This is an optimization exercise on Yosys and OpenROAD, whose aim is small area, a short achievable clock period and few clock cycles, not a production implementation.
No run shown here included a check of the RTL's function; only the layout flow was run.

### flow/config.mk
export PLATFORM = sky130hd
export DESIGN_NAME = TPU
export DESIGN_NICKNAME = TPU
export VERILOG_FILES = /design/flow/design.v
export SDC_FILE = /design/flow/constraint.sdc
export NUM_CORES = 4
export LEC_CHECK = 0
export ABC_CLOCK_PERIOD_IN_PS = 2500
export CAP_MARGIN = 20
export CORE_MARGIN = 2
export CORE_UTILIZATION = 50
export SLEW_MARGIN = 20
export SYNTH_HIERARCHICAL = 1
### flow/constraint.sdc
create_clock -name core_clock -period 10.0 [get_ports {clk}]
set_input_delay 2.0000 -clock core_clock [delete_from_list [all_inputs] [get_ports {clk}]]
set_output_delay 2.0000 -clock core_clock [all_outputs]
set_load 0.01 [all_outputs]
### flow/design.v
module PE (
    input  wire        clk,
    input  wire [7:0]  a,
    input  wire [3:0]  bo,        
    input  wire [3:0]  bt,        
    input  wire [3:0]  bn,        
    input  wire        first_in,  
    input  wire [7:0]  kc,
    output wire [22:0] acc_s_out,
    output wire [22:0] acc_c_out
);
    reg  [22:0] acc_s, acc_c;
    reg         first;           
    wire [22:0] s_g = first ? {kc, 15'd0} : acc_s;
    wire [22:0] c_g = first ? 23'd0 : acc_c;
    wire pp0_0;
    wire pp0_1;
    wire pp0_2;
    wire pp0_3;
    wire pp0_4;
    wire pp0_5;
    wire pp0_6;
    wire pp0_7;
    wire pp0_8;
    wire pp1_0;
    wire pp1_1;
    wire pp1_2;
    wire pp1_3;
    wire pp1_4;
    wire pp1_5;
    wire pp1_6;
    wire pp1_7;
    wire pp1_8;
    wire pp2_0;
    wire pp2_1;
    wire pp2_2;
    wire pp2_3;
    wire pp2_4;
    wire pp2_5;
    wire pp2_6;
    wire pp2_7;
    wire pp2_8;
    wire pp3_0;
    wire pp3_1;
    wire pp3_2;
    wire pp3_3;
    wire pp3_4;
    wire pp3_5;
    wire pp3_6;
    wire pp3_7;
    wire pp3_8;
    wire s1;
    wire c2;
    wire s3;
    wire c4;
    wire s5;
    wire c6;
    wire s7;
    wire c8;
    wire s9;
    wire c10;
    wire s11;
    wire c12;
    wire s13;
    wire c14;
    wire s15;
    wire c16;
    wire s17;
    wire c18;
    wire s19;
    wire c20;
    wire s21;
    wire c22;
    wire s23;
    wire c24;
    wire s25;
    wire c26;
    wire s27;
    wire c28;
    wire s29;
    wire c30;
    wire s31;
    wire c32;
    wire s33;
    wire c34;
    wire s35;
    wire c36;
    wire s37;
    wire c38;
    wire s39;
    wire c40;
    wire s41;
    wire c42;
    wire s43;
    wire s44;
    wire c45;
    wire s46;
    wire c47;
    wire s48;
    wire c49;
    wire s50;
    wire c51;
    wire s52;
    wire c53;
    wire s54;
    wire c55;
    wire s56;
    wire c57;
    wire s58;
    wire c59;
    wire s60;
    wire c61;
    wire s62;
    wire c63;
    wire s64;
    wire c65;
    wire s66;
    wire c67;
    wire s68;
    wire c69;
    wire s70;
    wire c71;
    wire s72;
    wire c73;
    wire s74;
    wire c75;
    wire s76;
    wire c77;
    wire s78;
    wire c79;
    wire s80;
    wire c81;
    wire s82;
    wire c83;
    wire s84;
    wire c85;
    wire s86;
    wire c87;
    wire s88;
    wire c89;
    wire s90;
    wire c91;
    wire s92;
    wire c93;
    wire s94;
    wire c95;
    wire s96;
    wire c97;
    wire s98;
    wire c99;
    wire s100;
    wire c101;
    wire s102;
    wire c103;
    wire s104;
    wire c105;
    wire s106;
    wire c107;
    wire s108;
    wire c109;
    wire s110;
    wire c111;
    wire s112;
    wire c113;
    wire s114;
    wire c115;
    wire s116;
    wire c117;
    wire s118;
    wire c119;
    wire s120;
    wire c121;
    wire s122;
    wire c123;
    assign pp0_0 = (bo[0] & a[0]) ^ bn[0];
    assign pp0_1 = ((bo[0] & a[1]) | (bt[0] & a[0])) ^ bn[0];
    assign pp0_2 = ((bo[0] & a[2]) | (bt[0] & a[1])) ^ bn[0];
    assign pp0_3 = ((bo[0] & a[3]) | (bt[0] & a[2])) ^ bn[0];
    assign pp0_4 = ((bo[0] & a[4]) | (bt[0] & a[3])) ^ bn[0];
    assign pp0_5 = ((bo[0] & a[5]) | (bt[0] & a[4])) ^ bn[0];
    assign pp0_6 = ((bo[0] & a[6]) | (bt[0] & a[5])) ^ bn[0];
    assign pp0_7 = ((bo[0] & a[7]) | (bt[0] & a[6])) ^ bn[0];
    assign pp0_8 = ~(((bo[0] & a[7]) | (bt[0] & a[7])) ^ bn[0]);
    assign pp1_0 = (bo[1] & a[0]) ^ bn[1];
    assign pp1_1 = ((bo[1] & a[1]) | (bt[1] & a[0])) ^ bn[1];
    assign pp1_2 = ((bo[1] & a[2]) | (bt[1] & a[1])) ^ bn[1];
    assign pp1_3 = ((bo[1] & a[3]) | (bt[1] & a[2])) ^ bn[1];
    assign pp1_4 = ((bo[1] & a[4]) | (bt[1] & a[3])) ^ bn[1];
    assign pp1_5 = ((bo[1] & a[5]) | (bt[1] & a[4])) ^ bn[1];
    assign pp1_6 = ((bo[1] & a[6]) | (bt[1] & a[5])) ^ bn[1];
    assign pp1_7 = ((bo[1] & a[7]) | (bt[1] & a[6])) ^ bn[1];
    assign pp1_8 = ~(((bo[1] & a[7]) | (bt[1] & a[7])) ^ bn[1]);
    assign pp2_0 = (bo[2] & a[0]) ^ bn[2];
    assign pp2_1 = ((bo[2] & a[1]) | (bt[2] & a[0])) ^ bn[2];
    assign pp2_2 = ((bo[2] & a[2]) | (bt[2] & a[1])) ^ bn[2];
    assign pp2_3 = ((bo[2] & a[3]) | (bt[2] & a[2])) ^ bn[2];
    assign pp2_4 = ((bo[2] & a[4]) | (bt[2] & a[3])) ^ bn[2];
    assign pp2_5 = ((bo[2] & a[5]) | (bt[2] & a[4])) ^ bn[2];
    assign pp2_6 = ((bo[2] & a[6]) | (bt[2] & a[5])) ^ bn[2];
    assign pp2_7 = ((bo[2] & a[7]) | (bt[2] & a[6])) ^ bn[2];
    assign pp2_8 = ~(((bo[2] & a[7]) | (bt[2] & a[7])) ^ bn[2]);
    assign pp3_0 = (bo[3] & a[0]) ^ bn[3];
    assign pp3_1 = ((bo[3] & a[1]) | (bt[3] & a[0])) ^ bn[3];
    assign pp3_2 = ((bo[3] & a[2]) | (bt[3] & a[1])) ^ bn[3];
    assign pp3_3 = ((bo[3] & a[3]) | (bt[3] & a[2])) ^ bn[3];
    assign pp3_4 = ((bo[3] & a[4]) | (bt[3] & a[3])) ^ bn[3];
    assign pp3_5 = ((bo[3] & a[5]) | (bt[3] & a[4])) ^ bn[3];
    assign pp3_6 = ((bo[3] & a[6]) | (bt[3] & a[5])) ^ bn[3];
    assign pp3_7 = ((bo[3] & a[7]) | (bt[3] & a[6])) ^ bn[3];
    assign pp3_8 = ~(((bo[3] & a[7]) | (bt[3] & a[7])) ^ bn[3]);
    HA ha1 (.a(s_g[6]), .b(c_g[6]), .s(s1), .co(c2));
    HA ha2 (.a(s_g[7]), .b(c_g[7]), .s(s3), .co(c4));
    FA fa1 (.a(s_g[8]), .b(c_g[8]), .ci(pp0_8), .s(s5), .co(c6));
    HA ha3 (.a(s_g[9]), .b(c_g[9]), .s(s7), .co(c8));
    HA ha4 (.a(s_g[2]), .b(c_g[2]), .s(s9), .co(c10));
    HA ha5 (.a(s_g[3]), .b(c_g[3]), .s(s11), .co(c12));
    FA fa2 (.a(s_g[4]), .b(c_g[4]), .ci(pp0_4), .s(s13), .co(c14));
    HA ha6 (.a(pp1_2), .b(pp2_0), .s(s15), .co(c16));
    FA fa3 (.a(s_g[5]), .b(c_g[5]), .ci(pp0_5), .s(s17), .co(c18));
    HA ha7 (.a(pp1_3), .b(pp2_1), .s(s19), .co(c20));
    FA fa4 (.a(pp0_6), .b(pp1_4), .ci(pp2_2), .s(s21), .co(c22));
    FA fa5 (.a(pp3_0), .b(bn[3]), .ci(s1), .s(s23), .co(c24));
    FA fa6 (.a(pp0_7), .b(pp1_5), .ci(pp2_3), .s(s25), .co(c26));
    FA fa7 (.a(pp3_1), .b(s3), .ci(c2), .s(s27), .co(c28));
    FA fa8 (.a(pp1_6), .b(pp2_4), .ci(pp3_2), .s(s29), .co(c30));
    assign s31 = ~(c4 ^ s5);
    assign c32 = c4 | s5;
    FA fa9 (.a(pp1_7), .b(pp2_5), .ci(pp3_3), .s(s33), .co(c34));
    assign s35 = ~(c6 ^ s7);
    assign c36 = c6 | s7;
    FA fa10 (.a(s_g[10]), .b(c_g[10]), .ci(pp1_8), .s(s37), .co(c38));
    FA fa11 (.a(pp2_6), .b(pp3_4), .ci(c8), .s(s39), .co(c40));
    FA fa12 (.a(s_g[11]), .b(c_g[11]), .ci(pp2_7), .s(s41), .co(c42));
    assign s43 = ~pp3_5;
    FA fa13 (.a(s_g[12]), .b(c_g[12]), .ci(pp2_8), .s(s44), .co(c45));
    HA ha8 (.a(s_g[13]), .b(c_g[13]), .s(s46), .co(c47));
    HA ha9 (.a(s_g[0]), .b(c_g[0]), .s(s48), .co(c49));
    HA ha10 (.a(s_g[1]), .b(c_g[1]), .s(s50), .co(c51));
    FA fa14 (.a(pp0_2), .b(pp1_0), .ci(bn[1]), .s(s52), .co(c53));
    FA fa15 (.a(pp0_3), .b(pp1_1), .ci(s11), .s(s54), .co(c55));
    FA fa16 (.a(bn[2]), .b(s13), .ci(s15), .s(s56), .co(c57));
    FA fa17 (.a(s17), .b(s19), .ci(c14), .s(s58), .co(c59));
    FA fa18 (.a(s21), .b(s23), .ci(c18), .s(s60), .co(c61));
    FA fa19 (.a(s25), .b(s27), .ci(c22), .s(s62), .co(c63));
    FA fa20 (.a(s29), .b(s31), .ci(c26), .s(s64), .co(c65));
    FA fa21 (.a(s33), .b(s35), .ci(c30), .s(s66), .co(c67));
    FA fa22 (.a(s37), .b(s39), .ci(c34), .s(s68), .co(c69));
    FA fa23 (.a(s41), .b(s43), .ci(c38), .s(s70), .co(c71));
    FA fa24 (.a(pp3_6), .b(s44), .ci(c42), .s(s72), .co(c73));
    assign s74 = ~(s46 ^ pp3_7);
    assign c75 = s46 | pp3_7;
    FA fa25 (.a(s_g[14]), .b(c_g[14]), .ci(pp3_8), .s(s76), .co(c77));
    HA ha11 (.a(pp0_0), .b(bn[0]), .s(s78), .co(c79));
    FA fa26 (.a(pp0_1), .b(s50), .ci(c49), .s(s80), .co(c81));
    FA fa27 (.a(s9), .b(s52), .ci(c51), .s(s82), .co(c83));
    FA fa28 (.a(c10), .b(s54), .ci(c53), .s(s84), .co(c85));
    FA fa29 (.a(c12), .b(s56), .ci(c55), .s(s86), .co(c87));
    FA fa30 (.a(c16), .b(s58), .ci(c57), .s(s88), .co(c89));
    FA fa31 (.a(c20), .b(s60), .ci(c59), .s(s90), .co(c91));
    FA fa32 (.a(c24), .b(s62), .ci(c61), .s(s92), .co(c93));
    FA fa33 (.a(c28), .b(s64), .ci(c63), .s(s94), .co(c95));
    FA fa34 (.a(c32), .b(s66), .ci(c65), .s(s96), .co(c97));
    FA fa35 (.a(c36), .b(s68), .ci(c67), .s(s98), .co(c99));
    FA fa36 (.a(c40), .b(s70), .ci(c69), .s(s100), .co(c101));
    FA fa37 (.a(pp3_5), .b(s72), .ci(c71), .s(s102), .co(c103));
    FA fa38 (.a(c45), .b(s74), .ci(c73), .s(s104), .co(c105));
    FA fa39 (.a(c47), .b(s76), .ci(c75), .s(s106), .co(c107));
    FA fa40 (.a(s_g[15]), .b(c_g[15]), .ci(c77), .s(s108), .co(c109));
    HA ha12 (.a(s_g[16]), .b(c_g[16]), .s(s110), .co(c111));
    HA ha13 (.a(s_g[17]), .b(c_g[17]), .s(s112), .co(c113));
    HA ha14 (.a(s_g[18]), .b(c_g[18]), .s(s114), .co(c115));
    HA ha15 (.a(s_g[19]), .b(c_g[19]), .s(s116), .co(c117));
    HA ha16 (.a(s_g[20]), .b(c_g[20]), .s(s118), .co(c119));
    HA ha17 (.a(s_g[21]), .b(c_g[21]), .s(s120), .co(c121));
    HA ha18 (.a(s_g[22]), .b(c_g[22]), .s(s122), .co(c123));
    always @(posedge clk) begin
        first <= first_in;
        acc_s <= {s122, s120, s118, s116, s114, s112, s110, s108, s106, s104, s102, s100, s98, s96, s94, s92, s90, s88, s86, s84, s82, s80, s48};
        acc_c <= {c121, c119, c117, c115, c113, c111, c109, c107, c105, c103, c101, c99, c97, c95, c93, c91, c89, c87, c85, c83, c81, c79, s78};
    end
    assign acc_s_out = acc_s;
    assign acc_c_out = acc_c;
endmodule
module FA (input wire a, input wire b, input wire ci, output wire s, output wire co);
    assign s  = a ^ b ^ ci;
    assign co = (a & b) | (ci & (a ^ b));
endmodule
module HA (input wire a, input wire b, output wire s, output wire co);
    assign s  = a ^ b;
    assign co = a & b;
endmodule
module systolic_array (
    input  wire         clk,
    input  wire [31:0]  a_word,     
    input  wire [15:0]  b_one,      
    input  wire [15:0]  b_two,      
    input  wire [15:0]  b_neg,      
    input  wire         first,      
    input  wire [31:0]  kc,         
    input  wire [1:0]   row_sel_nx,  
    output wire [183:0] row_out     
);
    wire [22:0] acc_s [0:15];
    wire [22:0] acc_c [0:15];
    genvar r, c;
    generate
        for (r = 0; r < 4; r = r + 1) begin : g_row
            for (c = 0; c < 4; c = c + 1) begin : g_col
                PE pe (
                    .clk      (clk),
                    .a        (a_word[31-8*r -: 8]),
                    .bo       (b_one[15-4*c -: 4]),
                    .bt       (b_two[15-4*c -: 4]),
                    .bn       (b_neg[15-4*c -: 4]),
                    .first_in (first),
                    .kc       (kc[31-8*r -: 8]),
                    .acc_s_out(acc_s[4*r+c]),
                    .acc_c_out(acc_c[4*r+c])
                );
            end
        end
        for (c = 0; c < 4; c = c + 1) begin : g_out
            wire [1:0] row_sel;
            OREG #(.W(2)) sel (.clk(clk), .d(row_sel_nx), .q(row_sel));
            assign row_out[183-46*c -: 46] = {acc_s[4*row_sel+c], acc_c[4*row_sel+c]};
        end
    endgenerate
endmodule
module TPU
#(
    parameter ADDR_BITS = 12
)
(
    input  wire                  clk,
    input  wire                  rst_n,
    input  wire                  in_valid,
    input  wire [7:0]            K,
    input  wire [7:0]            M,
    input  wire [7:0]            N,
    output wire                  busy,
    output wire                  A_wr_en,
    output wire [ADDR_BITS-1:0]  A_index,
    output wire [31:0]           A_data_in,
    input  wire [31:0]           A_data_out,
    output wire                  B_wr_en,
    output wire [ADDR_BITS-1:0]  B_index,
    output wire [31:0]           B_data_in,
    input  wire [31:0]           B_data_out,
    output wire                  C_wr_en,
    output wire [ADDR_BITS-1:0]  C_index,
    output wire [127:0]          C_data_in,
    input  wire [127:0]          C_data_out
);
    assign A_wr_en   = 1'b0;
    assign B_wr_en   = 1'b0;
    assign A_data_in = 32'd0;
    assign B_data_in = 32'd0;
    reg        busy_q;
    reg        issuing;      
    reg [1:0]  gap;          
    reg [7:0]  k_reg, m_reg;
    reg [7:0]  kp1;          
    reg [7:0]  mrem;         
    reg [7:0]  nrem;         
    reg [ADDR_BITS-1:0] a_idx, b_idx, bbase, c_idx;
    reg [31:0] kc;           
    wire start = in_valid & ~busy_q;
    wire issue = busy_q & issuing;
    wire last_k = (kp1 == k_reg);
    wire last_a = (mrem <= 8'd4);
    wire last_b = (nrem <= 8'd4);
    wire fin    = last_k & last_a & last_b;
    wire [1:0] rows_m1 = last_a ? mrem[1:0] - 2'd1 : 2'd3;
    wire first_k = (kp1 == 8'd1);
    reg [ADDR_BITS-1:0] a_nx, b_nx;
    always @(*) begin
        a_nx = a_idx;
        b_nx = b_idx;
        if (start) begin
            a_nx = {ADDR_BITS{1'b0}};
            b_nx = {ADDR_BITS{1'b0}};
        end else if (issue) begin
            if (!last_k || (!fin && !last_a))
                a_nx = a_idx + 1'b1;
            else
                a_nx = {ADDR_BITS{1'b0}};
            if (!last_k || (!fin && last_a))
                b_nx = b_idx + 1'b1;
            else if (!fin)
                b_nx = bbase;
            else
                b_nx = {ADDR_BITS{1'b0}};
        end
    end
    always @(posedge clk or negedge rst_n) begin
        if (!rst_n) begin
            busy_q  <= 1'b0;
            issuing <= 1'b0;
        end else if (start) begin
            busy_q  <= 1'b1;
            issuing <= 1'b1;
        end else begin
            if (C_wr_en_q & c_fin)
                busy_q <= 1'b0;
            if (issue & last_k)
                issuing <= ~fin & (rows_m1 == 2'd0);
            else if (~issue & (gap == 2'd1))
                issuing <= 1'b1;
        end
    end
    always @(posedge clk) begin
        a_idx <= a_nx;
        b_idx <= b_nx;
        if (start) begin
            k_reg <= K;
            m_reg <= M;
            mrem  <= M;
            nrem  <= N;
            kp1   <= 8'd1;
            gap   <= 2'd0;
            bbase <= {ADDR_BITS{1'b0}};
        end else if (issue) begin
            if (!last_k) begin
                kp1 <= kp1 + 8'd1;
            end else begin
                kp1 <= 8'd1;
                gap <= fin ? 2'd0 : rows_m1;
                if (last_a) begin
                    mrem  <= m_reg;
                    nrem  <= nrem - 8'd4;
                    bbase <= b_idx + 1'b1;
                end else begin
                    mrem  <= mrem - 8'd4;
                end
            end
        end else if (gap != 2'd0) begin
            gap <= gap - 2'd1;
        end
    end
    always @(posedge clk) begin
        kc[31:24] <= 8'd0 - k_reg;
        kc[23:16] <= 8'd255 - k_reg;
        kc[15:8]  <= 8'd254 - k_reg;
        kc[7:0]   <= 8'd253 - k_reg;
    end
    reg [31:0] a_word;
    reg [15:0] b_one, b_two, b_neg;
    always @(posedge clk)
        a_word <= issue ? A_data_out : 32'd0;
    genvar c, i, k;
    generate
        for (c = 0; c < 4; c = c + 1) begin : g_benc
            wire [8:0] bb = {B_data_out[31-8*c -: 8], 1'b0};
            for (k = 0; k < 4; k = k + 1) begin : g_dig
                wire hi = bb[2*k+2], mid = bb[2*k+1], lo = bb[2*k];
                always @(posedge clk) begin
                    b_one[15-4*c-3+k] <= mid ^ lo;
                    b_two[15-4*c-3+k] <= (hi & ~mid & ~lo) | (~hi & mid & lo);
                    b_neg[15-4*c-3+k] <= hi;
                end
            end
        end
    endgenerate
    reg       l0, z0;
    reg [1:0] r0;
    always @(posedge clk or negedge rst_n) begin
        if (!rst_n)
            l0 <= 1'b0;
        else
            l0 <= issue & last_k;
    end
    always @(posedge clk) begin
        z0 <= fin;
        r0 <= rows_m1;
    end
    reg        ld;         
    reg [1:0]  ld_row;     
    reg [1:0]  ld_last;    
    reg        ld_fin;     
    reg        c_fin;      
    reg        C_wr_en_q;
    wire [183:0] row_out;
    wire [1:0]   ld_row_nx;
    systolic_array array (
        .clk    (clk),
        .a_word (a_word),
        .b_one  (b_one),
        .b_two  (b_two),
        .b_neg  (b_neg),
        .first  (issue & first_k),
        .kc     (kc),
        .row_sel_nx(ld_row_nx),
        .row_out(row_out)
    );
    always @(posedge clk or negedge rst_n) begin
        if (!rst_n) begin
            ld        <= 1'b0;
            C_wr_en_q <= 1'b0;
        end else begin
            C_wr_en_q <= ld;
            if (l0)
                ld <= 1'b1;
            else if (ld_row == ld_last)
                ld <= 1'b0;
        end
    end
    assign ld_row_nx = l0 ? 2'd0 : ld ? ld_row + 2'd1 : ld_row;
    always @(posedge clk) begin
        c_fin  <= ld & ld_fin & (ld_row == ld_last);
        ld_row <= ld_row_nx;
        if (l0) begin
            ld_last <= r0;
            ld_fin  <= z0;
        end
    end
    wire [ADDR_BITS-1:0] c_nx = start ? {ADDR_BITS{1'b0}} :
                                C_wr_en_q ? c_idx + 1'b1 : c_idx;
    always @(posedge clk)
        c_idx <= c_nx;
    OREG_R o_busy (.clk(clk), .rst_n(rst_n),
                   .d(start | (busy_q & ~(C_wr_en_q & c_fin))), .q(busy));
    OREG_R o_cwe  (.clk(clk), .rst_n(rst_n), .d(ld), .q(C_wr_en));
    OREG #(.W(ADDR_BITS)) o_a (.clk(clk), .d(a_nx), .q(A_index));
    OREG #(.W(ADDR_BITS)) o_b (.clk(clk), .d(b_nx), .q(B_index));
    OREG #(.W(ADDR_BITS)) o_c (.clk(clk), .d(c_nx), .q(C_index));
    generate
        for (c = 0; c < 4; c = c + 1) begin : g_lane
            wire [22:0] sum = row_out[183-46*c -: 23] + row_out[160-46*c -: 23];
            OREG #(.W(23)) o_lo (.clk(clk), .d(sum), .q(C_data_in[127-32*c-9 -: 23]));
            for (i = 0; i < 9; i = i + 1) begin : g_sign
                OREG #(.W(1)) o_s (.clk(clk), .d(sum[22]), .q(C_data_in[127-32*c-i]));
            end
        end
    endgenerate
endmodule
module OREG #(
    parameter W = 1
) (
    input  wire         clk,
    input  wire [W-1:0] d,
    output reg  [W-1:0] q
);
    always @(posedge clk)
        q <= d;
endmodule
module OREG_R (
    input  wire clk,
    input  wire rst_n,
    input  wire d,
    output reg  q
);
    always @(posedge clk or negedge rst_n)
        if (!rst_n)
            q <= 1'b0;
        else
            q <= d;
endmodule
### flow/flow/run.sh
#!/bin/bash
# Layout: the standard ORFS flow, with timing repair asked to aim for a
# shorter period than the clock the design is constrained and signed off at,
# and the ports buffered with plain buffers.
set -euo pipefail
bash standard.sh \
    SETUP_SLACK_MARGIN=6.7 \
    "BUFFER_PORTS_ARGS=-buffer_cell sky130_fd_sc_hd__buf_4" \
    finish > standard_flow.log 2>&1
### flow/standard.sh
#!/bin/bash
# synth_recipe.tcl (not shown) runs the flow's synth.tcl, then flattens the netlist and writes it again
# the make line also repeats each setting of config.mk as NAME=value (left out here)
make -C /OpenROAD-flow-scripts/flow DESIGN_CONFIG=/design/flow/config.mk WORK_HOME=/design/flow/orfs CLKGATE_MAP_FILE= SYNTH_SCRIPT=/design/flow/synth_recipe.tcl "${@:-finish}"
==> results of run 1 <==
-- per-layer routing --
layer | share of wire [%] | global-route usage (%) | vias to the layer above
met2 | 45 | 40.3 | 1512
met1 | 45 | 37.5 | 23200
met5 | 0.010 | 0 | -
li1 | - | - | 20500
met4 | 3.0 | 8.68 | 4
met3 | 7.0 | 5.27 | 329
-- area by class of cell --
type                       count  share of cell area (%)
inverter                     235                    1.11
timing repair buffer         484                    5.27
tap                         1890                    2.97
clock inverter                39                   0.617
multi-input combinational   4166                    55.6
clock buffer                 203                    5.08
sequential                  1140                    29.3
antenna                        5                  0.0157
-- logic make-up (layout without fill, tap and decap cells) --
group / Yosys count / in the layout / share of synthesized area, %
xor gates and xnor gates: 750 / 750 / 9.23
DFF: 1140 / 1140 / 32.6
AOI/OAI and AO/OA: 837 / 837 / 8.31
buffers and inverters: 764 / 961 / 6.69
other: 1 / 71 / 0.00527
and+or+nand+nor: 1110 / 1110 / 9.06
muxes: 318 / 318 / 8.23
adders and majority gates: 1085 / 1085 / 25.9
-- Yosys cell counts (all sizes together) (3+ instances only) --
library cell	n	area [sq um]
clkinv	3	11.3
dfrtp	7	175
or2	3	18.8
nor4	6	43.8
and2b	128	961
a211oi	6	45.0
a21o	49	369
mux2i	5	50.1
nand2	151	567
nand4	18	113
nand3b	13	97.6
buf	443	3490
nor2	100	378
nor2b	500	3130
nor3b	5	37.5
a211o	3	26.3
a2111oi	3	32.5
ha	441	5520
nand3	46	230
and3	53	333
clkbuf	86	387
o311ai	6	52.6
xnor2	577	5050
o21a	5	37.5
mux2	129	1570
inv	232	871
o21bai	17	128
a41oi	3	26.3
a21oi	102	510
nand2b	27	169
mux4	184	4230
dfxtp	1098	22000
nor3	30	150
fa	644	12900
and2	12	75.1
xor2	173	1520
a22oi	449	3590
o211ai	8	60.1
edfxtp	35	1050
or3	9	56.3
o21ai	157	790
a31oi	12	90.1
nor4b	3	41.3
-- worst reg2reg max path, stage by stage, from the launching register on --
cell and delay, ns:
sky130_fd_sc_hd__dfxtp_4 0.41, sky130_fd_sc_hd__buf_16 0.15, sky130_fd_sc_hd__buf_4 0.15, sky130_fd_sc_hd__mux4_2 0.51, sky130_fd_sc_hd__ha_2 0.40, sky130_fd_sc_hd__o21a_1 0.14
sky130_fd_sc_hd__o31a_1 0.25, sky130_fd_sc_hd__nor3_2 0.07, sky130_fd_sc_hd__o21ai_2 0.21, sky130_fd_sc_hd__a311o_1 0.31, sky130_fd_sc_hd__a21oi_2 0.12, sky130_fd_sc_hd__o311ai_4 0.29
sky130_fd_sc_hd__xnor2_2 0.18, sky130_fd_sc_hd__buf_12 0.16
-- path summary, 6_finish.rpt --
path | depth (start not counted) | end | slack (ns) | startpoint
max reg2reg | 13 | g_lane[1].g_sign[2].o_s.q | 6.58 | array.g_out[1].sel.q[0]
max | 13 | g_lane[1].g_sign[2].o_s.q | 6.58 | array.g_out[1].sel.q[0]
min | 0 | ld_last[1] | 0.41 | r0[1]
min in group asynchronous | 1 | o_cwe.q | 1.04 | rst_n
max in group asynchronous | 1 | issuing | 8.83 | rst_n
min reg2reg | 0 | ld_last[1] | 0.41 | r0[1]
-- metrics by stage --
| stage | util [%] | worst slack, ns |
|---|---|---|
| floorplan | - | 6.72 |
| global placement | 51.4 | 5.05 |
| detailed placement | 51.4 | 4.96 |
| CTS | 55.7 | 6.49 |
| global route | 56.4 | 6.45 |
| finish | 56.4 | 6.58 |
-- Yosys stat by module, one instance, submodules excluded, excerpt --
module | cells inside | times used
TPU | 1415 | 1
OREG_R | 1 | 2
FA | 1 | 640
systolic_array | 224 | 1
HA | 1 | 288
PE | 204 | 16
-- repair_timing --
| action | in CTS | in global routing |
|---|---|---|
| hold endpoints to repair | 0 | 0 |
| gates resized for setup | 160 | 91 |
| setup buffers | 76 | 43 |
| endpoints found under the setup margin | 141 | 112 |
| gates cloned | 6 | 4 |
| pin swaps | 51 | 51 |
==> metrics.log, run 1 <==
INFO  metric cts_num_sinks = roughly 1,100
INFO  metric synth_seq_area_share = around a third
INFO  metric remaining_drc_errors = 0
INFO  metric stdcell_area = 79,700 sq um
INFO  metric timing.critical_path.cells = buf_16 -> buf_4 -> mux4_2 -> ha_2 -> o21a_1 -> o31a_1 -> nor3_2 -> o21ai_2 -> a311o_1 -> a21oi_2 -> o311ai_4 -> xnor2_2 -> buf_12
INFO  metric cts.reportedPaths.clkPinSlew = roughly 0.060 ns
INFO  metric clock_tree_from_tritoncts = yes
INFO  metric ctsRootBufferMaster = sky130_fd_sc_hd__clkbuf_16
INFO  metric synth_ff_type = sky130_fd_sc_hd__dfxtp_1
INFO  metric report.final.setup_viol = 0
INFO  metric synthesis.area_per_instance = ~12 sq um
INFO  metric timing.max_cap.violations = 0
INFO  metric globalRoute.totalOverflow = 0
INFO  metric placedCellCount = ~7,800
INFO  metric final-hold-violation-count = 0
INFO  metric fin_setup_tns = 0 ns
INFO  metric count_of_fill_cells_added_during_filler_insertion = between 10,000 and 15,000
INFO  metric route.detailed.wl_per_inst = ~23 microns
INFO  metric largest_net_degree_at_the_start_of_global_routing = 54
INFO  metric total_global_routing_track_utilization = 26.3%
INFO  metric largest_registers = array.g_row.g_col.pe.acc_c (368), array.g_row.g_col.pe.acc_s (368), g_lane.o_lo.q (92)
INFO  metric start_kind = flop
INFO  metric post_synth_inst_count = 6,005
INFO  metric ios = about 450
INFO  metric die_height = around 380 microns
INFO  metric post_route_cells_drive_above_1_share = around a fifth
INFO  metric cts_hold_buf = 0
INFO  metric timing.final.crit_share = between 30% and 40%
INFO  metric fmax = between 200 and 300 MHz
INFO  metric report.final.slew_viol_count = 0
INFO  metric final_cell_mix = sky130_fd_sc_hd__dfxtp_1 (1,004), sky130_fd_sc_hd__fa_1 (640), sky130_fd_sc_hd__xnor2_1 (565), sky130_fd_sc_hd__nor2b_1 (496), sky130_fd_sc_hd__a22oi_1 (433)
INFO  metric synth_async_sr_flop_share = less than 1%
INFO  metric crit_path_max_incr_delay = ~0.50 ns
INFO  metric drt.antenna.violating_nets = 0
INFO  metric result_of_the_run = no timing/DRC/antenna violations
INFO  metric routed_via_density = between 5 and 6
INFO  metric syn-cell-area = a little over 70,000 sq um
INFO  metric hpwl = about 120,000 microns
INFO  metric clock_network_latency_to_the_later_pin_of_the_worst_skew_pair = approximately 0.78 ns
INFO  metric worst-path-max-fanout = 10
INFO  metric dpl-instance-area = slightly above 70,000 sq um
INFO  metric cp.required = 10.70 ns
INFO  metric flow.area_growth_from_synthesis = 12.0%
INFO  metric worst-path-buf-inv = 3
INFO  metric finalNetCount = approximately 7,500
INFO  metric path_delay_family = compound AO/OA/AOI/OAI gates
INFO  metric layout.cells.most_common = sky130_fd_sc_hd__dfxtp_1
INFO  metric timing.setup.critical_path_class = flop to flop
INFO  metric grt_first_pass_wirelength = approximately 300,000 microns
INFO  metric grt_pass1_vias = 48,300
INFO  metric core-area = about 140,000 sq um
INFO  metric worst-slew-pin-transition = approximately 0.94 ns
INFO  metric core.rowCount = about 140
INFO  metric buffer_ports.inserted = approximately 260
INFO  metric max_slew_margin = ~37%
INFO  metric critPathSlowestCell = sky130_fd_sc_hd__mux4_2
INFO  metric register_area = about 23,000 sq um
INFO  metric skew = between 0.02 and 0.03 ns
INFO  metric cts-root-to-sink-buffers = 3
INFO  metric htree_levels = 4
INFO  metric ys_types = 85
INFO  metric layoutNonFillerInstCount = about 8,000
INFO  metric worst-endpoint-arrival = between 4 and 5 ns
INFO  metric hp-class = flop to flop
INFO  metric setup_repair_after_global_routing_missed_its_margin = true
INFO  metric die_x = approximately 380 microns
INFO  metric drt_pre_antenna_iters = 6
INFO  metric synth_enable_flop_cells = 35
INFO  metric ys_warn_count = 14
INFO  metric detail_route.wirelength = ~190,000 microns
INFO  metric area_of_the_multi_input_gates = 44,400 sq um
INFO  metric final.min_clock_period = around 3.4 ns
INFO  metric finalWeightedCongestion = 0.830
INFO  metric routed-via-count = approximately 46,000
INFO  metric cts_inserted_buffers = around 130
INFO  metric dieArea = 145,000 sq um
INFO  metric initial_core_util = between 50% and 60%
INFO  metric cp-end-kind = flop
INFO  metric antenna_found_initial = 7
INFO  metric postSynthRegisterBits = between 1,000 and 1,500
INFO  metric fin_worst_hold_slack = between 0.4 and 0.5 ns
INFO  metric dr.first_iter.drc_count = 3,157
==> run 2, diff against run 1 <==
--- a/flow/config.mk
+++ b/flow/config.mk
@@ -5,7 +5,7 @@
 export SDC_FILE = /design/flow/constraint.sdc
 export NUM_CORES = 4
 export LEC_CHECK = 0
-export ABC_CLOCK_PERIOD_IN_PS = 2500
+export ABC_CLOCK_PERIOD_IN_PS = 1200
 export CAP_MARGIN = 20
 export CORE_MARGIN = 2
 export CORE_UTILIZATION = 50
==> metrics.log, run 2 <==
INFO  metric synth_ff_type = sky130_fd_sc_hd__dfxtp_1
INFO  metric globalRoute.totalOverflow = 0 (unchanged)
INFO  metric initial_core_util = 50.3% (unchanged)
INFO  metric source_of_the_worst_register_to_register_timing_path = array.g_out[1].sel.q[0]
INFO  metric worst-endpoint-arrival = 4.12 ns (about the same)
INFO  metric largest_net_degree_at_the_start_of_global_routing = 54 (unchanged)
INFO  metric timing.max_cap.violations = 0 (unchanged)
INFO  metric total_global_routing_track_utilization = 26.3% (unchanged)
INFO  metric ios = 451 (unchanged)
INFO  metric dieArea = 145,000 sq um (unchanged)
INFO  metric route.detailed.wl_per_inst = 23.4 microns (unchanged)
INFO  metric finalWeightedCongestion = 0.830 (unchanged)
INFO  metric cts-root-to-sink-buffers = 3 (unchanged)
INFO  metric timing.critical_path.cells = buf_16 -> buf_4 -> mux4_2 -> ha_2 -> o21a_1 -> o31a_1 -> nor3_2 -> o21ai_2 -> a311o_1 -> a21oi_2 -> o311ai_4 -> xnor2_2 -> buf_12
INFO  metric detail_route.wirelength = 191,000 microns (unchanged)
INFO  metric start_kind = flop
INFO  metric ctsRootBufferMaster = sky130_fd_sc_hd__clkbuf_16
INFO  metric synth_seq_area_share = 32.6% (unchanged)
INFO  metric finalNetCount = 7,465 (unchanged)
INFO  metric result_of_the_run = no timing/DRC/antenna violations
INFO  metric timing.final.crit_share = 34.2% (unchanged)
INFO  metric worst-slew-pin-transition = 0.938 ns (unchanged)
INFO  metric hpwl = 125,000 microns (unchanged)
INFO  metric grt_use_met2 = 40.3% (unchanged)
INFO  metric die_x = 381 microns (unchanged)
INFO  metric fin_setup_tns = 0 ns (unchanged)
INFO  metric remaining_drc_errors = 0 (unchanged)
INFO  metric synth_enable_flop_cells = 35 (unchanged)
INFO  metric netlist.area_leader.share = 30.9% (unchanged)
INFO  metric groute.layer.met1.usage = 37.5% (unchanged)
INFO  metric largest_registers = array.g_row.g_col.pe.acc_c (368), array.g_row.g_col.pe.acc_s (368), g_lane.o_lo.q (92)
INFO  metric report.final.slew_viol_count = 0 (unchanged)
INFO  metric clock_tree_from_tritoncts = yes
INFO  metric die_height = 381 microns (unchanged)
INFO  metric post_synth_inst_count = 6,005 (unchanged)
INFO  metric synthesis.area_per_instance = 11.9 sq um (unchanged)
INFO  metric grt_pass1_vias = 48,300 (unchanged)
INFO  metric cts_inserted_buffers = 134 (unchanged)
INFO  metric post_route_cells_drive_above_1_share = 19.8% (unchanged)
INFO  metric syn-cell-area = 71,200 sq um (unchanged)
INFO  metric fmax = 292 MHz (unchanged)
INFO  metric hold_start = r0[1]
INFO  metric final_core_utilization = 56.4% (unchanged)
INFO  metric core-area = 141,000 sq um (unchanged)
INFO  metric setup_repair_after_global_routing_missed_its_margin = true
INFO  metric critPathSlowestCell = sky130_fd_sc_hd__mux4_2
INFO  metric timing.setup.critical_path_class = flop to flop
INFO  metric flow.area_growth_from_synthesis = 12.0% (unchanged)
INFO  metric min_path_cells = 0 (unchanged)
INFO  metric worst_hold_path.endpoint = ld_last[1]
INFO  metric dr.first_iter.drc_count = 3,157 (unchanged)
INFO  metric cp-end-kind = flop
INFO  metric crit_path_max_incr_delay = 0.50 ns (about the same)
INFO  metric synthTopCellsByCount = sky130_fd_sc_hd__dfxtp_1 (1,098), sky130_fd_sc_hd__fa_1 (644), sky130_fd_sc_hd__xnor2_1 (577), sky130_fd_sc_hd__nor2b_1 (500), sky130_fd_sc_hd__ha_1 (441)
INFO  metric reg2regPathDepth = 13 (unchanged)
INFO  metric ys_warn_count = 14 (unchanged)
INFO  metric global_route_hottest_layer = met2
INFO  metric final_cell_mix = sky130_fd_sc_hd__dfxtp_1 (1,004), sky130_fd_sc_hd__fa_1 (640), sky130_fd_sc_hd__xnor2_1 (565), sky130_fd_sc_hd__nor2b_1 (496), sky130_fd_sc_hd__a22oi_1 (433)
INFO  metric antenna_found_initial = 7 (unchanged)
INFO  metric synth_top_cells_by_area = sky130_fd_sc_hd__dfxtp_1 (31%), sky130_fd_sc_hd__fa_1 (18%), sky130_fd_sc_hd__ha_1 (7.8%), sky130_fd_sc_hd__xnor2_1 (7.1%), sky130_fd_sc_hd__mux4_2 (5.1%)
INFO  metric clock_network_latency_to_the_later_pin_of_the_worst_skew_pair = 0.78 ns (about the same)
INFO  metric global_route_track_usage_on_met3 = 5.27% (unchanged)
INFO  metric max_slew_margin = 37.5% (unchanged)
INFO  metric htree_levels = 4 (unchanged)
INFO  metric routed-via-count = 45,600 (unchanged)
INFO  metric post-synth-top-count-cell = sky130_fd_sc_hd__dfxtp_1
INFO  metric layout.cells.most_common = sky130_fd_sc_hd__dfxtp_1
INFO  metric report.final.setup_viol = 0 (unchanged)
INFO  metric cp.required = 10.70 ns (about the same)
INFO  metric drt.antenna.violating_nets = 0 (unchanged)
INFO  metric drt_pre_antenna_iters = 6 (unchanged)
INFO  metric grt_first_pass_wirelength = 293,000 microns (unchanged)
INFO  metric r2r_end = g_lane[1].g_sign[2].o_s.q
INFO  metric buffer_ports.inserted = 256 (unchanged)
INFO  metric skew = 0.0259 ns (unchanged)
INFO  metric hp-class = flop to flop
INFO  metric worst_setup_path_startpoint = array.g_out[1].sel.q[0]
INFO  metric final.min_clock_period = 3.42 ns (unchanged)
INFO  metric final-hold-violation-count = 0 (unchanged)
INFO  metric cts_num_sinks = 1,140 (unchanged)
INFO  metric routed_via_density = 5.59 (unchanged)
INFO  metric synth_async_sr_flop_share = 0.614% (unchanged)
INFO  metric core.rowCount = 138 (unchanged)
INFO  metric postSynthRegisterBits = 1,140 (unchanged)
INFO  metric synth_top_area_cell = sky130_fd_sc_hd__dfxtp_1
INFO  metric rrSetupSlack = 6.58 ns (about the same)
INFO  metric ys_types = 85 (unchanged)
INFO  metric cts.reportedPaths.clkPinSlew = 0.06 ns (about the same)
INFO  metric cts_hold_buf = 0 (unchanged)
INFO  metric worst-path-max-fanout = 10 (unchanged)
-- run 2: cell counts after synthesis --
No cell type changed its count.
-- run 2: layout make-up --
cell class              instances  area (sq um)
inverters                     235           882
diodes                          5          12.5
clock buffers                 203          4050
flip-flops and latches       1140         23400
repair buffers                484          4200
clock inverters                39           492
fillers                     11900         61700
well taps                    1890          2360
multi-input cells            4166         44400
-- run 2: worst max path at each step --
stage          slack (ns)                         to  cells after the start
4_1_cts              6.49  g_lane[1].g_sign[2].o_s.q                     14
3_5_place_dp         4.96  g_lane[1].g_sign[1].o_s.q                     11
5_1_grt              6.45  g_lane[3].g_sign[1].o_s.q                     12
2_1_floorplan        6.72  g_lane[3].g_sign[0].o_s.q                     14
3_3_place_gp         5.05  g_lane[1].g_sign[1].o_s.q                     11
6_report             6.58  g_lane[1].g_sign[2].o_s.q                     13
-- run 2: routing by layer --
metal / up-vias / share of wire, %
met2: 1512 / 45
li1: 20500 / -
met4: 4 / 3.0
met3: 329 / 7.0
met5: - / 0.010
met1: 23200 / 45
-- run 2: cells by family after synthesis --
| family | after synthesis | synth area share [%] |
|---|---|---|
| xor+xnor | 750 | 9.23 |
| mux | 318 | 8.23 |
| fa+ha+maj | 1085 | 25.9 |
| buf+inv | 764 | 6.69 |
| other cells | 1 | 0.00527 |
| flops | 1140 | 32.6 |
| simple gates | 1110 | 9.06 |
| compound gates | 837 | 8.31 |
-- run 2: Yosys stat by module (local to each module, per instance), a selection --
module	cells	flops+latches	copies in the design	cell area [sq um]
TPU	1415	214	1	12600
OREG_R	1	1	2	25.0
PE	204	47	16	2120
systolic_array	224	0	1	4690
HA	1	0	288	12.5
FA	1	0	640	20.0
-- run 2: worst max-delay path, delay by kind of cell (launching register included) --
family / cells / cell delay (ns)
xor gates and xnor gates: 1 / 0.18
DFF: 1 / 0.41
AOI/OAI and AO/OA: 6 / 1.32
buffers and inverters: 3 / 0.45
and+or+nand+nor: 1 / 0.07
adders and majority gates: 1 / 0.40
muxes: 1 / 0.50
-- run 2: stage by stage --
| stage | worst slack (ns) | instance area [sq um] | hold WS, ns | std cells |
|---|---|---|---|---|
| global placement | 5.05 | 72700 | 0.392 | 7785 |
| global route | 6.45 | 79700 | 0.418 | 8158 |
| detailed placement | 4.96 | 72700 | 0.389 | 7786 |
| CTS | 6.49 | 78800 | 0.403 | 8110 |
| finish | 6.58 | 79700 | 0.405 | 8162 |
| floorplan | 6.72 | 71400 | 0.386 | 6070 |
-- run 2: repair_timing --
item | CTS | global route
setup buffers | 76 | 43
resized for setup | 160 | 91
endpoints found under the hold margin | 0 | 0
pin swaps | 51 | 51
setup endpoints to repair | 141 | 112
cloned | 6 | 4
==> run 3, diff against run 2 <==
--- a/flow/config.mk
+++ b/flow/config.mk
@@ -5,9 +5,10 @@
 export SDC_FILE = /design/flow/constraint.sdc
 export NUM_CORES = 4
 export LEC_CHECK = 0
-export ABC_CLOCK_PERIOD_IN_PS = 1200
 export CAP_MARGIN = 20
 export CORE_MARGIN = 2
 export CORE_UTILIZATION = 50
+export CTS_CLUSTER_DIAMETER = 60
+export CTS_CLUSTER_SIZE = 30
 export SLEW_MARGIN = 20
 export SYNTH_HIERARCHICAL = 1
==> metrics.log, run 3 <==
INFO  metric dr.first_iter.drc_count = 2,945 (-6.7%)
INFO  metric timing.setup.critical_path_class = flop to flop
INFO  metric worst-endpoint-arrival = 4.16 ns (+0.04 ns)
INFO  metric reg2regPathDepth = 13 (unchanged)
INFO  metric drt.antenna.violating_nets = 0 (unchanged)
INFO  metric fmax = 287 MHz (-1.7%)
INFO  metric total_global_routing_track_utilization = 26.1% (-0.23 points)
INFO  metric core-area = 141,000 sq um (unchanged)
INFO  metric clock_tree_from_tritoncts = yes
INFO  metric fin_setup_tns = 0 ns (unchanged)
INFO  metric postSynthRegisterBits = 1,140 (unchanged)
INFO  metric flow.area_growth_from_synthesis = 11.1%
INFO  metric initial_core_util = 50.3% (unchanged)
INFO  metric drt_pre_antenna_iters = 5 (-1)
INFO  metric count_of_fill_cells_added_during_filler_insertion = 12,000 (+0.45%)
INFO  metric synth_top_family_by_area = adder cells
INFO  metric synth.area.mux_share = 8.23% (unchanged)
INFO  metric synth_seq_area_share = 32.6% (unchanged)
INFO  metric cts_num_sinks = 1,140 (unchanged)
INFO  metric finalWeightedCongestion = 0.830 (unchanged)
INFO  metric synth_enable_flop_cells = 35 (unchanged)
INFO  metric report.final.setup_viol = 0 (unchanged)
INFO  metric worst-path-max-fanout = 10 (unchanged)
INFO  metric grt_pass1_vias = 48,000 (-0.52%)
INFO  metric post-synth-top-count-cell = sky130_fd_sc_hd__dfxtp_1
INFO  metric timing.max_cap.violations = 0 (unchanged)
INFO  metric max_slew_margin = 36.7% (-0.78 points)
INFO  metric skew = 0.0344 ns (+0.00854 ns)
INFO  metric cp-end-kind = flop
INFO  metric die_x = 381 microns (unchanged)
INFO  metric hp-class = flop to flop
INFO  metric ys_warn_count = 14 (unchanged)
INFO  metric synthesis.area_per_instance = 11.9 sq um (unchanged)
INFO  metric r2r_end = g_lane[1].o_lo.q[22]
INFO  metric finalNetCount = 7,406 (-0.79%)
INFO  metric routed_via_density = 5.59 (+0.12%)
INFO  metric start_kind = flop
INFO  metric die_height = 381 microns (unchanged)
INFO  metric synth_ff_type = sky130_fd_sc_hd__dfxtp_1
INFO  metric cp.required = 10.68 ns (-0.02 ns)
INFO  metric route.detailed.wl_per_inst = 23.4 microns (about the same)
INFO  metric remaining_drc_errors = 0 (unchanged)
INFO  metric dieArea = 145,000 sq um (unchanged)
INFO  metric min_path_cells = 0 (unchanged)
INFO  metric rrSetupSlack = 6.52 ns (-0.06 ns)
INFO  metric source_of_the_worst_register_to_register_timing_path = array.g_out[1].sel.q[0]
INFO  metric report.final.slew_viol_count = 0 (unchanged)
INFO  metric buffer_ports.inserted = 256 (unchanged)
INFO  metric hpwl = 125,000 microns (unchanged)
INFO  metric core.rowCount = 138 (unchanged)
INFO  metric syn-cell-area = 71,200 sq um (unchanged)
INFO  metric cts_inserted_buffers = 116 (-13%)
INFO  metric netlist.area_leader.share = 30.9% (unchanged)
INFO  metric clock_network_latency_to_the_later_pin_of_the_worst_skew_pair = 0.77 ns (about the same)
INFO  metric yosys.area_share.simple = 9.06% (unchanged)
INFO  metric synthTopCellsByCount = sky130_fd_sc_hd__dfxtp_1 (1,098), sky130_fd_sc_hd__fa_1 (644), sky130_fd_sc_hd__xnor2_1 (577), sky130_fd_sc_hd__nor2b_1 (500), sky130_fd_sc_hd__ha_1 (441)
INFO  metric layout.cells.most_common = sky130_fd_sc_hd__dfxtp_1
INFO  metric worst_hold_path.endpoint = ld_fin
INFO  metric timing.final.crit_share = 34.8% (+0.60 points)
INFO  metric post_synthesis_share_of_cell_area_spent_on_xor_and_xnor_gates = 9.23% (unchanged)
INFO  metric post_route_cells_drive_above_1_share = 19.2% (-0.56 points)
INFO  metric detail_route.wirelength = 190,000 microns (-0.75%)
INFO  metric cts.reportedPaths.clkPinSlew = 0.08 ns (+0.02 ns)
INFO  metric final.min_clock_period = 3.48 ns (+0.0599 ns)
INFO  metric result_of_the_run = no timing/DRC/antenna violations
INFO  metric worst-slew-pin-transition = 0.950 ns (+0.0117 ns)
INFO  metric cts_hold_buf = 0 (unchanged)
INFO  metric routed-via-count = 45,300 (-0.63%)
INFO  metric final-hold-violation-count = 0 (unchanged)
INFO  metric htree_levels = 3 (-1)
INFO  metric final_cell_mix = sky130_fd_sc_hd__dfxtp_1 (1,008), sky130_fd_sc_hd__fa_1 (640), sky130_fd_sc_hd__xnor2_1 (568), sky130_fd_sc_hd__nor2b_1 (496), sky130_fd_sc_hd__a22oi_1 (433)
INFO  metric synth_top_area_cell = sky130_fd_sc_hd__dfxtp_1
INFO  metric synth_async_sr_flop_share = 0.614% (unchanged)
INFO  metric largest_registers = array.g_row.g_col.pe.acc_c (368), array.g_row.g_col.pe.acc_s (368), g_lane.o_lo.q (92)
INFO  metric ctsRootBufferMaster = sky130_fd_sc_hd__clkbuf_16
INFO  metric hold_start = z0
INFO  metric ys_types = 85 (unchanged)
INFO  metric largest_net_degree_at_the_start_of_global_routing = 54 (unchanged)
INFO  metric synth_top_cells_by_area = sky130_fd_sc_hd__dfxtp_1 (31%), sky130_fd_sc_hd__fa_1 (18%), sky130_fd_sc_hd__ha_1 (7.8%), sky130_fd_sc_hd__xnor2_1 (7.1%), sky130_fd_sc_hd__mux4_2 (5.1%)
INFO  metric cts-root-to-sink-buffers = 3 (unchanged)
INFO  metric antenna_found_initial = 5 (-2)
INFO  metric adder_and_majority_gate_portion_of_the_synthesized_area = 25.9% (unchanged)
INFO  metric ios = 451 (unchanged)
INFO  metric grt_first_pass_wirelength = 291,000 microns (-0.40%)
INFO  metric synth_compound_gate_area_share = 8.31% (unchanged)
INFO  metric globalRoute.totalOverflow = 0 (unchanged)
INFO  metric setup_repair_after_global_routing_missed_its_margin = true
INFO  metric post_synth_inst_count = 6,005 (unchanged)
run 3: area by class of cell:
class                           instances  area [sq um]  share of cell area, %
Multi-Input combinational cell       4166         44200                   55.9
Sequential cell                      1140         23400                   29.5
Timing Repair Buffer                  443          3780                   4.78
Clock buffer                          127          3100                   3.92
Tap cell                             1890          2360                   2.99
Clock inverter                         95          1330                   1.69
Inverter                              235           882                   1.12
Antenna cell                            5          12.5                 0.0158
run 3: cells by family after synthesis:
| logic type | after synthesis |
|---|---|
| fa+ha+maj | 1085 |
| buf+inv | 764 |
| compound gates | 837 |
| other cells | 1 |
| mux | 318 |
| flops | 1140 |
| simple gates | 1110 |
| xor+xnor | 750 |
run 3: worst max path at each step:
stage	startpoint	endpoint	slack (ns)	cells past startpoint
finish	array.g_out[1].sel.q[0]	g_lane[1].o_lo.q[22]	6.52	13
global route	array.g_out[3].sel.q[0]	g_lane[3].g_sign[1].o_s.q	6.45	12
CTS	array.g_out[1].sel.q[0]	g_lane[1].o_lo.q[22]	6.46	14
detailed placement	array.g_out[1].sel.q[0]	g_lane[1].g_sign[1].o_s.q	4.96	11
global placement	array.g_out[1].sel.q[0]	g_lane[1].g_sign[1].o_s.q	5.05	11
floorplan	array.g_out[3].sel.q[0]	g_lane[3].g_sign[0].o_s.q	6.72	14
run 3: repair_timing:
| item | CTS | global route |
|---|---|---|
| endpoints found under the setup margin | 139 | 122 |
| setup buffers | 50 | 30 |
| gates cloned | 7 | 1 |
| pin swaps | 40 | 46 |
| resized for setup | 133 | 87 |
run 3: critical path: stages (launching register included):
cell and delay, ns:
sky130_fd_sc_hd__dfxtp_4 0.42, sky130_fd_sc_hd__buf_16 0.15, sky130_fd_sc_hd__buf_4 0.14, sky130_fd_sc_hd__mux4_2 0.50, sky130_fd_sc_hd__ha_2 0.41, sky130_fd_sc_hd__o21a_1 0.14, sky130_fd_sc_hd__o31a_1 0.24, sky130_fd_sc_hd__nor3_2 0.06
sky130_fd_sc_hd__o21ai_2 0.20, sky130_fd_sc_hd__a311o_1 0.34, sky130_fd_sc_hd__a21oi_2 0.13, sky130_fd_sc_hd__o311ai_4 0.29, sky130_fd_sc_hd__xnor2_2 0.18, sky130_fd_sc_hd__buf_12 0.16
run 3: routing by layer:
| metal | global-route usage, % | up-vias | wire length, microns |
|---|---|---|---|
| met1 | 37.3 | 23000 | 86100 |
| met5 | 0 | - | 13 |
| met3 | 4.84 | 322 | 13700 |
| met2 | 40.1 | 1536 | 84400 |
| li1 | - | 20400 | - |
| met4 | 8.46 | 2 | 5530 |
run 3: per-module statistics from Yosys (local to each module, per instance), excerpt:
module / cells inside / copies in the design / flops+latches / cell area (sq um)
FA: 1 / 640 / 0 / 20.0
HA: 1 / 288 / 0 / 12.5
OREG_R: 1 / 2 / 1 / 25.0
PE: 204 / 16 / 47 / 2120
TPU: 1415 / 1 / 214 / 12600
systolic_array: 224 / 1 / 0 / 4690
run 3: through the flow:
| stage | area (sq um) | utilization [%] | hold WS (ns) | cells | setup WS (ns) |
|---|---|---|---|---|---|
| after detailed placement | 72700 | 51.4 | 0.389 | 7786 | 4.96 |
| after CTS | 78400 | 55.4 | 0.409 | 8065 | 6.46 |
| final | 79100 | 55.9 | 0.408 | 8101 | 6.52 |
| after floorplan | 71400 | - | 0.386 | 6070 | 6.72 |
| after global placement | 72700 | 51.4 | 0.392 | 7785 | 5.05 |
| after global routing | 79100 | 55.9 | 0.425 | 8096 | 6.45 |
==> run 4, diff against run 3 <==
--- a/flow/config.mk
+++ b/flow/config.mk
@@ -8,7 +8,7 @@
 export CAP_MARGIN = 20
 export CORE_MARGIN = 2
 export CORE_UTILIZATION = 50
-export CTS_CLUSTER_DIAMETER = 60
-export CTS_CLUSTER_SIZE = 30
+export CTS_CLUSTER_DIAMETER = 45
+export CTS_CLUSTER_SIZE = 24
 export SLEW_MARGIN = 20
 export SYNTH_HIERARCHICAL = 1
==> metrics.log, run 4 <==
INFO  metric post_route_cells_drive_above_1_share = 20.7% (+1.5 points)
INFO  metric synth_seq_area_share = 32.6% (unchanged)
INFO  metric grt_first_pass_wirelength = 293,000 microns (+0.65%)
INFO  metric count_of_fill_cells_added_during_filler_insertion = 11,900 (-0.72%)
INFO  metric total_global_routing_track_utilization = 26.4% (+0.26 points)
INFO  metric worst-path-max-fanout = 11 (+1)
INFO  metric synth_ff_type = sky130_fd_sc_hd__dfxtp_1
INFO  metric ctsRootBufferMaster = sky130_fd_sc_hd__clkbuf_16
INFO  metric clock_tree_from_tritoncts = yes
INFO  metric ys_types = 85 (unchanged)
INFO  metric globalRoute.totalOverflow = 0 (unchanged)
INFO  metric flow.area_growth_from_synthesis = 13.1%
INFO  metric core-area = 141,000 sq um (unchanged)
INFO  metric finalWeightedCongestion = 0.830 (unchanged)
INFO  metric timing.setup.critical_path_class = flop to flop
INFO  metric htree_levels = 4 (+1)
INFO  metric final_cell_mix = sky130_fd_sc_hd__dfxtp_1 (979), sky130_fd_sc_hd__fa_1 (640), sky130_fd_sc_hd__xnor2_1 (568), sky130_fd_sc_hd__nor2b_1 (496), sky130_fd_sc_hd__a22oi_1 (433)
INFO  metric result_of_the_run = no timing/DRC/antenna violations
INFO  metric netlist.area_leader.share = 30.9% (unchanged)
INFO  metric postSynthRegisterBits = 1,140 (unchanged)
INFO  metric cts.reportedPaths.clkPinSlew = 0.07 ns (about the same)
INFO  metric worst-path-buf-inv = 3 (unchanged)
INFO  metric drt_pre_antenna_iters = 6 (+1)
INFO  metric post_synth_inst_count = 6,005 (unchanged)
INFO  metric crit_path_max_incr_delay = 0.51 ns (about the same)
INFO  metric cp_num_cells = 13 (unchanged)
INFO  metric routed_via_density = 5.57 (-0.43%)
INFO  metric worst-slew-pin-transition = 0.963 ns (+0.0132 ns)
INFO  metric highest-signal-layer = met5
INFO  metric source_of_the_worst_register_to_register_timing_path = array.g_out[1].sel.q[0]
INFO  metric worst_hold_path.endpoint = ld_fin
INFO  metric timing.final.crit_share = 34.9% (+0.079 points)
INFO  metric wl_met1 = 85,900 microns (-0.20%)
INFO  metric routed-via-count = 45,600 (+0.74%)
INFO  metric layout.cells.most_common = sky130_fd_sc_hd__dfxtp_1
INFO  metric grt_pass1_vias = 48,500 (+0.96%)
INFO  metric buffer_ports.inserted = 256 (unchanged)
INFO  metric path_delay_family = compound AO/OA/AOI/OAI gates
INFO  metric met3_length = 14,300 microns (+3.9%)
INFO  metric fin_worst_hold_slack = 0.405 ns (-0.00296 ns)
INFO  metric hpwl = 125,000 microns (unchanged)
INFO  metric finalNetCount = 7,476 (+0.95%)
INFO  metric synth_enable_flop_cells = 35 (unchanged)
INFO  metric critPathSlowestCell = sky130_fd_sc_hd__mux4_2
INFO  metric final-hold-violation-count = 0 (unchanged)
INFO  metric routed-wl-met2 = 84,900 microns (+0.59%)
INFO  metric fmax = 287 MHz (-0.22%)
INFO  metric synth_async_sr_flop_share = 0.614% (unchanged)
INFO  metric final.min_clock_period = 3.49 ns (+0.00785 ns)
INFO  metric remaining_drc_errors = 0 (unchanged)
INFO  metric ios = 451 (unchanged)
INFO  metric timing.critical_path.cells = buf_16 -> buf_4 -> mux4_2 -> ha_2 -> o21a_1 -> o31a_1 -> nor3_2 -> o21ai_2 -> a311o_1 -> a21oi_2 -> o311ai_4 -> xnor2_2 -> buf_12
INFO  metric synthesis.area_per_instance = 11.9 sq um (unchanged)
INFO  metric synth_top_area_cell = sky130_fd_sc_hd__dfxtp_1
INFO  metric largest_registers = array.g_row.g_col.pe.acc_c (368), array.g_row.g_col.pe.acc_s (368), g_lane.o_lo.q (92)
INFO  metric report.final.setup_viol = 0 (unchanged)
INFO  metric detail_route.wirelength = 191,000 microns (+0.66%)
INFO  metric drt.antenna.violating_nets = 0 (unchanged)
INFO  metric die_height = 381 microns (unchanged)
INFO  metric start_kind = flop
INFO  metric rrSetupSlack = 6.51 ns (about the same)
INFO  metric cts_num_sinks = 1,140 (unchanged)
INFO  metric synth_top_cells_by_area = sky130_fd_sc_hd__dfxtp_1 (31%), sky130_fd_sc_hd__fa_1 (18%), sky130_fd_sc_hd__ha_1 (7.8%), sky130_fd_sc_hd__xnor2_1 (7.1%), sky130_fd_sc_hd__mux4_2 (5.1%)
INFO  metric worst-endpoint-arrival = 4.20 ns (+0.04 ns)
INFO  metric hp-class = flop to flop
INFO  metric antenna_found_initial = 5 (unchanged)
INFO  metric cp.required = 10.72 ns (+0.04 ns)
INFO  metric dr.first_iter.drc_count = 2,981 (+1.2%)
INFO  metric fin_setup_tns = 0 ns (unchanged)
INFO  metric core.rowCount = 138 (unchanged)
INFO  metric setup_repair_after_global_routing_missed_its_margin = true
INFO  metric report.final.slew_viol_count = 0 (unchanged)
INFO  metric syn-cell-area = 71,200 sq um (unchanged)
INFO  metric cts_hold_buf = 0 (unchanged)
INFO  metric synthTopCellsByCount = sky130_fd_sc_hd__dfxtp_1 (1,098), sky130_fd_sc_hd__fa_1 (644), sky130_fd_sc_hd__xnor2_1 (577), sky130_fd_sc_hd__nor2b_1 (500), sky130_fd_sc_hd__ha_1 (441)
INFO  metric r2r_end = g_lane[1].g_sign[4].o_s.q
INFO  metric cts_inserted_buffers = 157 (+35%)
INFO  metric post-synth-top-count-cell = sky130_fd_sc_hd__dfxtp_1
INFO  metric hold_start = z0
INFO  metric reg2regPathDepth = 13 (unchanged)
INFO  metric max_slew_margin = 35.8% (-0.88 points)
INFO  metric dieArea = 145,000 sq um (unchanged)
INFO  metric ys_warn_count = 14 (unchanged)
INFO  metric skew = 0.0370 ns (+0.00253 ns)
INFO  metric route.detailed.wl_per_inst = 23.3 microns (-0.51%)
INFO  metric cts-root-to-sink-buffers = 3 (unchanged)
INFO  metric final_core_utilization = 56.9% (+1.0 points)
INFO  metric min_path_cells = 0 (unchanged)
INFO  metric largest_net_degree_at_the_start_of_global_routing = 54 (unchanged)
INFO  metric die_x = 381 microns (unchanged)
INFO  metric clock_network_latency_to_the_later_pin_of_the_worst_skew_pair = 0.81 ns (+0.04 ns)
INFO  metric timing.max_cap.violations = 0 (unchanged)
INFO  metric initial_core_util = 50.3% (unchanged)
INFO  metric cp-end-kind = flop
-- run 4: cell counts after synthesis --
No cell type changed its count.
-- run 4: worst max-delay path by stage --
| stage | slack (ns) | from | endpoint |
|---|---|---|---|
| floorplan | 6.72 | array.g_out[3].sel.q[0] | g_lane[3].g_sign[0].o_s.q |
| global placement | 5.05 | array.g_out[1].sel.q[0] | g_lane[1].g_sign[1].o_s.q |
| detailed placement | 4.96 | array.g_out[1].sel.q[0] | g_lane[1].g_sign[1].o_s.q |
| CTS | 6.45 | array.g_out[1].sel.q[0] | g_lane[1].g_sign[1].o_s.q |
| global route | 6.42 | array.g_out[3].sel.q[0] | g_lane[3].g_sign[2].o_s.q |
| finish | 6.51 | array.g_out[1].sel.q[0] | g_lane[1].g_sign[4].o_s.q |
-- run 4: cell families after synthesis --
kind of cell / synth area share [%]
AO/OA/AOI/OAI: 8.31
XOR/XNOR: 9.23
adder cells (fa/ha/maj): 25.9
buffers and inverters: 6.69
flip-flops: 32.6
multiplexers: 8.23
other: 0.00527
AND/OR/NAND/NOR: 9.06
-- run 4: area by class of cell --
class / count / area (sq um) / area share, %
multi-input combinational: 4166 / 44200 / 55.0
sequential: 1140 / 23400 / 29.1
timing repair buffer: 472 / 4140 / 5.14
clock buffer: 178 / 4120 / 5.12
tap: 1890 / 2360 / 2.94
clock inverter: 109 / 1340 / 1.66
inverter: 235 / 882 / 1.10
antenna: 6 / 15.0 / 0.0186
-- run 4: layer usage --
metal,global-route usage (%),vias to the layer above
li1,-,20600
met1,37.3,23200
met2,40.1,1529
met3,5.44,327
met4,9.38,4
met5,0,-
-- run 4: per-module statistics from Yosys (local to each module, per instance), a selection --
| module | cell area [sq um] | times used |
|---|---|---|
| TPU | 12600 | 1 |
| systolic_array | 4690 | 1 |
| PE | 2120 | 16 |
| OREG_R | 25.0 | 2 |
| FA | 20.0 | 640 |
| HA | 12.5 | 288 |
-- run 4: through the flow --
stage	instances	instance area (sq um)	worst slack (ns)
floorplan	6070	71400	6.72
global placement	7785	72700	5.05
detailed placement	7786	72700	4.96
CTS	8148	79700	6.45
global route	8192	80500	6.42
finish	8196	80500	6.51
-- run 4: timing repair --
action / CTS / global route
endpoints found under the hold margin: 0 / 0
setup endpoints to repair: 182 / 126
pin swaps: 43 / 45
cloned: 5 / 2
buffers inserted: 70 / 40
resized for setup: 207 / 91

## afterwards: timing with drivers on the ports
The results above use ideal ports. As a check the final layouts listed here were re-extracted and re-timed, cells and wires unchanged. Step 1, drivers: a clkbuf_16 drives clk and a buf_2 each remaining input, both assumed. Step 2 also shifts input and output timing later by t, the mid clock arrival at the registers, as if the neighbouring blocks saw the same clock. Slacks: ideal ports / drivers / drivers and shift; pairs: ideal ports / drivers.
| run | t, ns | slack for setup (ns) | cell pins on the clock port's net |
|---|---|---|---|
| run 1 | 0.848 | 6.581 / 6.581 / 6.386 | 1 |
| run 2 | 0.848 | 6.581 / 6.581 / 6.386 | 1 |
| run 3 | 0.828 | 6.521 / 6.521 / 6.395 | 1 |
| run 4 | 0.869 | 6.513 / 6.513 / 6.386 | 1 |
After both steps every run listed still meets setup and hold.
